This design comes from an exercise in tuning for small area on the open sky130 flow, not from production work. At most, simulation tests tie the RTL to the original design; equivalence was not proved. No activity file was given, so power comes from the tool's default toggle rates.

== before ==
// avalonBus
module avalonBus
(
	input wire clk,
	input wire n_rst,
	input wire slave_read,
	input wire slave_write,
	input wire [31:0] slave_writedata,
	input wire [31:0] slave_addr,
	output reg [31:0] slave_readdata,
	input wire [31:0] master_readdata,
	output reg master_read,
	output reg master_write,
	output reg [31:0] master_addr,
	output reg [31:0] master_writedata,
	output reg sobel_complete
);
function automatic [31:0] add32(input [31:0] x, input [31:0] y, input ci);
	integer i;
	reg c;
	begin
		c = ci;
		for (i = 0; i < 32; i = i + 1) begin
			add32[i] = x[i] ^ y[i] ^ c;
			c = (x[i] & y[i]) | (c & (x[i] ^ y[i]));
		end
	end
endfunction
localparam [1:0] S_IDLE = 2'd0, S_READ = 2'd1, S_WRITE = 2'd2;
reg [1:0] s_state;
reg [31:0] startpixel, endpixel;
reg status, control;
wire a_hi0 = (slave_addr[31:3] == 29'd0);
wire a1 = a_hi0 && slave_addr[2:0] == 3'd1;
wire a2 = a_hi0 && slave_addr[2:0] == 3'd2;
wire a3 = a_hi0 && slave_addr[2:0] == 3'd3;
wire a4 = a_hi0 && slave_addr[2:0] == 3'd4;
  ...
For scale: ~2200 cells after synthesis, ~470 flip-flops, about 200 I/O pins, about 26000 um^2 of cells after synthesis.
export LEC_CHECK = 0
export CAP_MARGIN = 20
export CORE_MARGIN = 2
export CORE_UTILIZATION = 40
export CTS_BUF_LIST = sky130_fd_sc_hd__clkbuf_8
export CTS_CLUSTER_DIAMETER = 50
export CTS_CLUSTER_SIZE = 16
export PLACE_DENSITY = 0.6
export SLEW_MARGIN = 20
create_clock -name core_clock -period 12.0 [get_ports {clk}]
run.sh (not shown) runs the stock make flow with config.mk's settings and CLKGATE_MAP_FILE= SYNTH_SCRIPT=/design/flow/synth_recipe.tcl, a recipe that flattens the netlist after the stock synthesis.
before ran to completion and came out clean on the timing, design-rule and antenna checks.
Edits applied to the flow inputs when going from before to after:
# before
export LEC_CHECK = 0
export CAP_MARGIN = 20
export CORE_MARGIN = 2
export CORE_UTILIZATION = 40
export CTS_BUF_LIST = sky130_fd_sc_hd__clkbuf_8
export CTS_CLUSTER_DIAMETER = 50
export CTS_CLUSTER_SIZE = 16
export PLACE_DENSITY = 0.6
export SLEW_MARGIN = 20
create_clock -name core_clock -period 12.0 [get_ports {clk}]
# after
export LEC_CHECK = 0
export CAP_MARGIN = 20
export CORE_MARGIN = 2
export CORE_UTILIZATION = 40
export PLACE_DENSITY = 0.6
export SLEW_MARGIN = 20
create_clock -name core_clock -period 12.0 [get_ports {clk}]
==> flow/flow/run.sh (new file) <==
#!/bin/bash
# Standard layout, with the port buffers made from the smallest buffer cell.
set -euo pipefail
bash standard.sh "BUFFER_PORTS_ARGS=-buffer_cell sky130_fd_sc_hd__buf_1" finish > standard_flow.log 2>&1
==> flow/standard.sh (new file) <==
#!/bin/bash
# synth_recipe.tcl (not shown) runs the flow's synth.tcl, then flattens the netlist and writes it again
# the make line also repeats each setting of config.mk as NAME=value (left out here)
make -C /OpenROAD-flow-scripts/flow DESIGN_CONFIG=/design/flow/config.mk WORK_HOME=/design/flow/orfs CLKGATE_MAP_FILE= SYNTH_SCRIPT=/design/flow/synth_recipe.tcl "${@:-finish}"
removed: flow/run.sh
==> results.txt <==
For the leakage power, after came in 1.9% lower than before did.
after vs. before: layout overhead on the synthesized area decreased 2.3 points, non-clock buffering overhead in the final layout lower.
Compared with before, after shows switching power lower by 0.000012 W.
Cmp before and after / sequential share of layout area / lower: before
The via count of before and that of after are within noise of each other.
No functional check of the RTL was part of any run of this note.

avalonBus, a different RTL version from the one above (not shown whole).
Size in the first run: ~2100 cells after synthesis, about 470 flip-flops, about 200 I/O pins, ~26000 sq um of cells after synthesis.
export LEC_CHECK = 0
export CAP_MARGIN = 0
export CORE_MARGIN = 2
export CORE_UTILIZATION = 40
export PLACE_DENSITY = 0.6
export SLEW_MARGIN = 0
create_clock -name core_clock -period 12.0 [get_ports {clk}]
standard.sh (not shown) runs the stock make flow with config.mk's settings and CLKGATE_MAP_FILE= SYNTH_SCRIPT=/design/flow/synth_recipe.tcl, a recipe that flattens the netlist after the stock synthesis.
==> flow/flow/run.sh <==
#!/bin/bash
# The standard layout (standard.sh, standard synthesis unchanged), with:
#  - port buffers made from the smallest buffer cell (buf_1);
#  - a clock tree of clkbuf_4 in clusters of at most 10 sinks, without dummy loads.
# make's full output goes to standard_flow.log; ORFS keeps each step's log under orfs/logs.
set -euo pipefail
bash standard.sh "BUFFER_PORTS_ARGS=-buffer_cell sky130_fd_sc_hd__buf_1" \
  "CTS_ARGS=-sink_clustering_enable -repair_clock_nets -dont_use_dummy_load -buf_list sky130_fd_sc_hd__clkbuf_8 -sink_clustering_size 18 -sink_clustering_max_diameter 50" \
  SKIP_REPAIR_TIE_FANOUT=1 finish > standard_flow.log 2>&1
==> next run, changes <==
--- a/flow/flow/run.sh
+++ b/flow/flow/run.sh
@@ -8 +8 @@
-  "CTS_ARGS=-sink_clustering_enable -repair_clock_nets -dont_use_dummy_load -buf_list sky130_fd_sc_hd__clkbuf_8 -sink_clustering_size 18 -sink_clustering_max_diameter 50" \
+  "CTS_ARGS=-sink_clustering_enable -repair_clock_nets -dont_use_dummy_load -buf_list sky130_fd_sc_hd__clkbuf_4 -sink_clustering_size 10 -sink_clustering_max_diameter 40" \
=>
- The new run went through all stages and came out clean
- register-to-register slack gets better by 0.05 ns
- clock power is lower by 5.6%
- sequential power is about the same
- die area stays the same
- hold slack gets better by 0.015 ns
- synthesized area does not change
==> next run, changes <==
--- a/flow/flow/run.sh
+++ b/flow/flow/run.sh
@@ -4 +4,2 @@
-#  - a clock tree of clkbuf_4 in clusters of at most 10 sinks, without dummy loads.
+#  - a clock tree of clkbuf_4 in clusters of at most 10 sinks, without dummy loads;
+#  - the synthesized tie cell kept as one cell (no per-load tie cells).
--- a/flow/config.mk
+++ b/flow/config.mk
@@ -10,2 +10,2 @@
-export CORE_UTILIZATION = 40
-export PLACE_DENSITY = 0.6
+export CORE_UTILIZATION = 55
+export PLACE_DENSITY = 0.75
Outcome: Design area drops slightly. Sequential cell count does not change. Register-to-register slack is better by 0.02 ns. Combinational power came out lower by a few percent. Clock skew goes down by 0.039 ns. Cell count went down by a little under a tenth. Count of clock-buffer cells in the layout went down by 9. Global-route usage went up by 6.5 points. Hold slack improves by 0.021 ns. Sequential power hardly moves.
==> next run, changes <==
--- a/flow/flow/run.sh
+++ b/flow/flow/run.sh
@@ -4,2 +4 @@
-#  - a clock tree of clkbuf_4 in clusters of at most 10 sinks, without dummy loads;
-#  - the synthesized tie cell kept as one cell (no per-load tie cells).
+#  - a clock tree of clkbuf_4 in clusters of at most 10 sinks, without dummy loads.
@@ -10 +9 @@
-  SKIP_REPAIR_TIE_FANOUT=1 finish > standard_flow.log 2>&1
+  finish > standard_flow.log 2>&1
--- a/flow/config.mk
+++ b/flow/config.mk
@@ -10,2 +10,2 @@
-export CORE_UTILIZATION = 55
-export PLACE_DENSITY = 0.75
+export CORE_UTILIZATION = 40
+export PLACE_DENSITY = 0.6
Combinational power goes up by a few percent.
Synthesized area does not change.
Core utilization goes down by 15 points.
Worst setup slack loses 0.031 ns.
Non-clock buffer count rises by 2.
Die area climbs by well over a third.
Clock-buffer cell count increases by 6.

avalonBus, a different RTL version from the one above (not shown whole).
Size in the first run: ~470 flip-flops, roughly 200 I/O pins, ~26000 sq um of cells after synthesis.
clock: 12.0 ns
lec_check: 0
cap_margin: 20
core_margin: 2
core_utilization: 40
place_density: 0.6
slew_margin: 20
==> flow/flow/run.sh <==
#!/bin/bash
# Standard layout, with the port buffers made from the smallest buffer cell
# and a clock tree of clkbuf_8 without dummy loads.
set -euo pipefail
bash standard.sh "BUFFER_PORTS_ARGS=-buffer_cell sky130_fd_sc_hd__buf_1" \
  "CTS_ARGS=-sink_clustering_enable -repair_clock_nets -dont_use_dummy_load -buf_list sky130_fd_sc_hd__clkbuf_8" \
  finish > standard_flow.log 2>&1
The first run completed without violations.
Rerun with:
==> flow/flow/run.sh (replaced) <==
#!/bin/bash
set -euo pipefail
bash standard.sh "BUFFER_PORTS_ARGS=-buffer_cell sky130_fd_sc_hd__buf_1" \
  "CTS_ARGS=-sink_clustering_enable -repair_clock_nets -dont_use_dummy_load -buf_list sky130_fd_sc_hd__clkbuf_2 -sink_clustering_size 6 -sink_clustering_max_diameter 25" \
  finish > standard_flow.log 2>&1
After rerunning: Final cell count went up by 2.1%. Cell area went down by 1.4%. Via count went up by 2.3%. Combinational power barely changes. Fmax went up by 0.36%. Setup slack gains 0.041 ns. Critical path depth is unchanged. First-iteration DRC count went down by 4.5%. Total power went down by 9.1%. Global-route usage went up by 0.16 points.
Rerun with:
==> flow/flow/run.sh (replaced) <==
#!/bin/bash
set -euo pipefail
bash standard.sh "BUFFER_PORTS_ARGS=-buffer_cell sky130_fd_sc_hd__buf_1" \
  "CTS_ARGS=-sink_clustering_enable -repair_clock_nets -dont_use_dummy_load -buf_list sky130_fd_sc_hd__clkbuf_4 -sink_clustering_size 10 -sink_clustering_max_diameter 40" \
  finish > standard_flow.log 2>&1
Settings changed: CAP_MARGIN 20 to 0, SLEW_MARGIN 20 to 0.
After rerunning:
- register-to-register slack barely changes
- wire length fell slightly
- synthesized area does not change
- maximum frequency hardly moves
- sequential cell count stays the same
- die area does not change
- final area shrinks slightly
- power went down by a few percent

== P ==
avalonBus, a different RTL version from the one above (not shown whole).
For scale: ~2,000 cells after synthesis, ~480 flip-flops, ~200 I/O pins, roughly 0.025 sq mm of cells after synthesis.
Settings: LEC_CHECK=0, CAP_MARGIN=0, CORE_MARGIN=2, CORE_UTILIZATION=65, PLACE_DENSITY=0.85, SLEW_MARGIN=0; clock period 12.0 ns.
==> flow/flow/run.sh <==
#!/bin/bash
# The standard layout (standard.sh, standard synthesis unchanged), with:
#  - port buffers made from the smallest buffer cell (buf_1);
#  - a clock tree of clkbuf_4 in clusters of at most 10 sinks, without dummy loads;
#  - the synthesized tie cell kept as one cell (no per-load tie cells).
# make's full output goes to standard_flow.log; ORFS keeps each step's log under orfs/logs.
set -euo pipefail
bash standard.sh "BUFFER_PORTS_ARGS=-buffer_cell sky130_fd_sc_hd__buf_1" \
  "CTS_ARGS=-sink_clustering_enable -repair_clock_nets -dont_use_dummy_load -buf_list sky130_fd_sc_hd__clkbuf_4 -sink_clustering_size 10 -sink_clustering_max_diameter 40" \
  SKIP_REPAIR_TIE_FANOUT=1 finish > standard_flow.log 2>&1
Per the final summary, P finished and its layout is clean on timing, DRC and antenna.
Here is what was changed in the inputs of Q compared with P.
-- flow/flow/run.sh --
<<< P, line 7
set -euo pipefail
bash standard.sh "BUFFER_PORTS_ARGS=-buffer_cell sky130_fd_sc_hd__buf_1" \
  "CTS_ARGS=-sink_clustering_enable -repair_clock_nets -dont_use_dummy_load -buf_list sky130_fd_sc_hd__clkbuf_4 -sink_clustering_size 10 -sink_clustering_max_diameter 40" \
  SKIP_REPAIR_TIE_FANOUT=1 finish > standard_flow.log 2>&1
>>> Q, line 7
set -euo pipefail
bash standard.sh "BUFFER_PORTS_ARGS=-buffer_cell sky130_fd_sc_hd__buf_1" \
  "CTS_ARGS=-sink_clustering_enable -repair_clock_nets -dont_use_dummy_load -buf_list sky130_fd_sc_hd__clkbuf_8 -sink_clustering_size 20 -sink_clustering_max_diameter 40" \
  SKIP_REPAIR_TIE_FANOUT=1 finish > standard_flow.log 2>&1
Findings:
Diff P -> Q: total power up 0.00018 W; routed wire length on met2 up about 0.5%; design area up about 1.1%; first-iteration DRC count down 1.9%. Diff P -> Q | sequential cell area share | decrease of 0.54 points.

Setup of JK:
Starting RTL as in the previous note.
Design avalonBus, start of the top module:
module avalonBus
(
	input wire clk,
	input wire n_rst,
	input wire slave_read,
	input wire slave_write,
	input wire [31:0] slave_writedata,
	input wire [31:0] slave_addr,
	output reg [31:0] slave_readdata,
	input wire [31:0] master_readdata,
	output reg master_read,
	output reg master_write,
	output reg [31:0] master_addr,
	output reg [31:0] master_writedata,
	output reg sobel_complete
);
function automatic [31:0] add32(input [31:0] x, input [31:0] y, input ci);
	integer i;
	reg c;
	begin
		c = ci;
		for (i = 0; i < 32; i = i + 1) begin
			add32[i] = x[i] ^ y[i] ^ c;
			c = (x[i] & y[i]) | (c & (x[i] ^ y[i]));
		end
	end
endfunction
localparam [1:0] S_IDLE = 2'd0, S_READ = 2'd1, S_WRITE = 2'd2;
reg [1:0] s_state;
reg [31:0] start_q, end_q;
reg start_set, end_set;
wire [31:0] startpixel = start_set ? start_q : 32'd0;
wire [31:0] endpixel = end_set ? end_q : 32'd0;
reg status, control;
wire a_hi0 = (slave_addr[31:3] == 29'd0);
wire a1 = a_hi0 && slave_addr[2:0] == 3'd1;
wire a2 = a_hi0 && slave_addr[2:0] == 3'd2;
wire a3 = a_hi0 && slave_addr[2:0] == 3'd3;
wire a4 = a_hi0 && slave_addr[2:0] == 3'd4;
always_ff @(posedge clk, negedge n_rst) begin
	if (!n_rst) begin
		s_state <= S_IDLE;
		start_set <= 1'b0;
		end_set <= 1'b0;
		status <= 1'b0;
		control <= 1'b0;
	end else begin
		case (s_state)
		S_IDLE: begin
			if (slave_write && (a1 || a2 || a4)) s_state <= S_WRITE;
			else if (slave_read && a3) s_state <= S_READ;
			else if (slave_write && a3) s_state <= S_WRITE;
		end
		S_READ: if (!(slave_read && a3)) s_state <= S_IDLE;
		default: s_state <= S_IDLE;
		endcase
		if (s_state == S_WRITE) begin
			if (a1) start_set <= 1'b1;
			if (a2) end_set <= 1'b1;
			if (a3) status <= slave_writedata[0];
			if (a4) control <= slave_writedata[0];
		end
	end
end
always_ff @(posedge clk) begin
	if (s_state == S_WRITE && a1) start_q <= slave_writedata;
	if (s_state == S_WRITE && a2) end_q <= slave_writedata;
end
always_comb begin
	slave_readdata = 32'd0;
  ...
==> flow/config.mk <==
export PLATFORM = sky130hd
export DESIGN_NAME = avalonBus
export DESIGN_NICKNAME = avalonBus
export VERILOG_FILES = /design/flow/design.v
export SDC_FILE = /design/flow/constraint.sdc
export NUM_CORES = 4
export LEC_CHECK = 0
export CAP_MARGIN = 0
export CORE_MARGIN = 2
export CORE_UTILIZATION = 55
export PLACE_DENSITY = 0.75
export SLEW_MARGIN = 0
==> flow/constraint.sdc <==
create_clock -name core_clock -period 12.0 [get_ports {clk}]
set_input_delay 2.4000 -clock core_clock [delete_from_list [all_inputs] [get_ports {clk}]]
set_output_delay 2.4000 -clock core_clock [all_outputs]
set_load 0.01 [all_outputs]
==> flow/flow/run.sh <==
#!/bin/bash
# The standard layout (standard.sh, standard synthesis unchanged), with:
#  - port buffers made from the smallest buffer cell (buf_1);
#  - a clock tree of clkbuf_4 in clusters of at most 10 sinks, without dummy loads;
#  - the synthesized tie cell kept as one cell (no per-load tie cells).
# make's full output goes to standard_flow.log; ORFS keeps each step's log under orfs/logs.
set -euo pipefail
bash standard.sh "BUFFER_PORTS_ARGS=-buffer_cell sky130_fd_sc_hd__buf_1" \
  "CTS_ARGS=-sink_clustering_enable -repair_clock_nets -dont_use_dummy_load -buf_list sky130_fd_sc_hd__clkbuf_4 -sink_clustering_size 10 -sink_clustering_max_diameter 40" \
  SKIP_REPAIR_TIE_FANOUT=1 finish > standard_flow.log 2>&1
Input changes introduced in MS (baseline for comparison: JK):
-- flow/flow/run.sh --
<<< JK, line 9
  "CTS_ARGS=-sink_clustering_enable -repair_clock_nets -dont_use_dummy_load -buf_list sky130_fd_sc_hd__clkbuf_4 -sink_clustering_size 10 -sink_clustering_max_diameter 40" \
>>> MS, line 9
  "CTS_ARGS=-sink_clustering_enable -repair_clock_nets -dont_use_dummy_load -buf_list sky130_fd_sc_hd__clkbuf_4 -sink_clustering_size 12 -sink_clustering_max_diameter 35" \
[summary]
From JK to MS the numbers moved as follows: power went up, signed area change from the synthesized netlist to the final layout saw an increase.
Going from JK to MS, arrival time of data at the critical path endpoint now sits higher; multi-input logic portion of the cell area did not really move.
Going from JK to MS, highest achievable clock rate shrank slightly.
Going from JK to MS, flip-flop and latch count closely matched the old numbers, total number of vias rose by about 0.9%.
Final standard cell area without fillers: JK vs MS — no meaningful difference
Between MS and JK, the switching component of the power is higher for MS.
Changes observed in MS relative to JK: non-clock buffer count up 0.47%, post-layout utilization of the core roughly the same.

-- re-timing with driven ports --
The results above use ideal ports. As a check the final layouts listed here were re-extracted and re-timed, cells and wires unchanged.
Step 1 sets driving cells, clkbuf_16 on the clock port and buf_2 on the other inputs (assumed; they add their load-dependent delay and slew).
Step 2 moves the port delays by t, midway between the first and last clock arrival at a register: inputs arrive t later, outputs are due t later. That takes back most of the time a late clock gives input paths.
Three values: ideal, step 1, step 2; two values: the first two.
run | shift t [ns] | slack for setup (ns) | cell pins on the clock port's net
before | 0.697 | 0.516 / 0.516 / 0.516 | 1
after | 0.646 | 0.564 / 0.564 / 0.564 | 1
the first run of note 2 | 0.684 | 0.197 / 0.197 / 0.197 | 1
the second run of note 2 | 0.859 | 0.251 / 0.251 / 0.251 | 1
the third run of note 2 | 0.820 | 0.272 / 0.272 / 0.272 | 1
the fourth run of note 2 | 0.847 | 0.241 / 0.241 / 0.241 | 1
the first run of note 3 | 0.692 | 0.559 / 0.559 / 0.559 | 1
the second run of note 3 | 1.248 | 0.600 / 0.600 / 0.600 | 1
the third run of note 3 | 0.852 | 0.586 / 0.586 / 0.586 | 1
P | 0.785 | 0.199 / 0.199 / 0.199 | 1
Q | 0.683 | 0.209 / 0.209 / 0.209 | 1
JK | 0.829 | 0.216 / 0.216 / 0.216 | 1
MS | 0.844 | 0.171 / 0.171 / 0.171 | 1
After both steps every run listed still meets setup and hold.
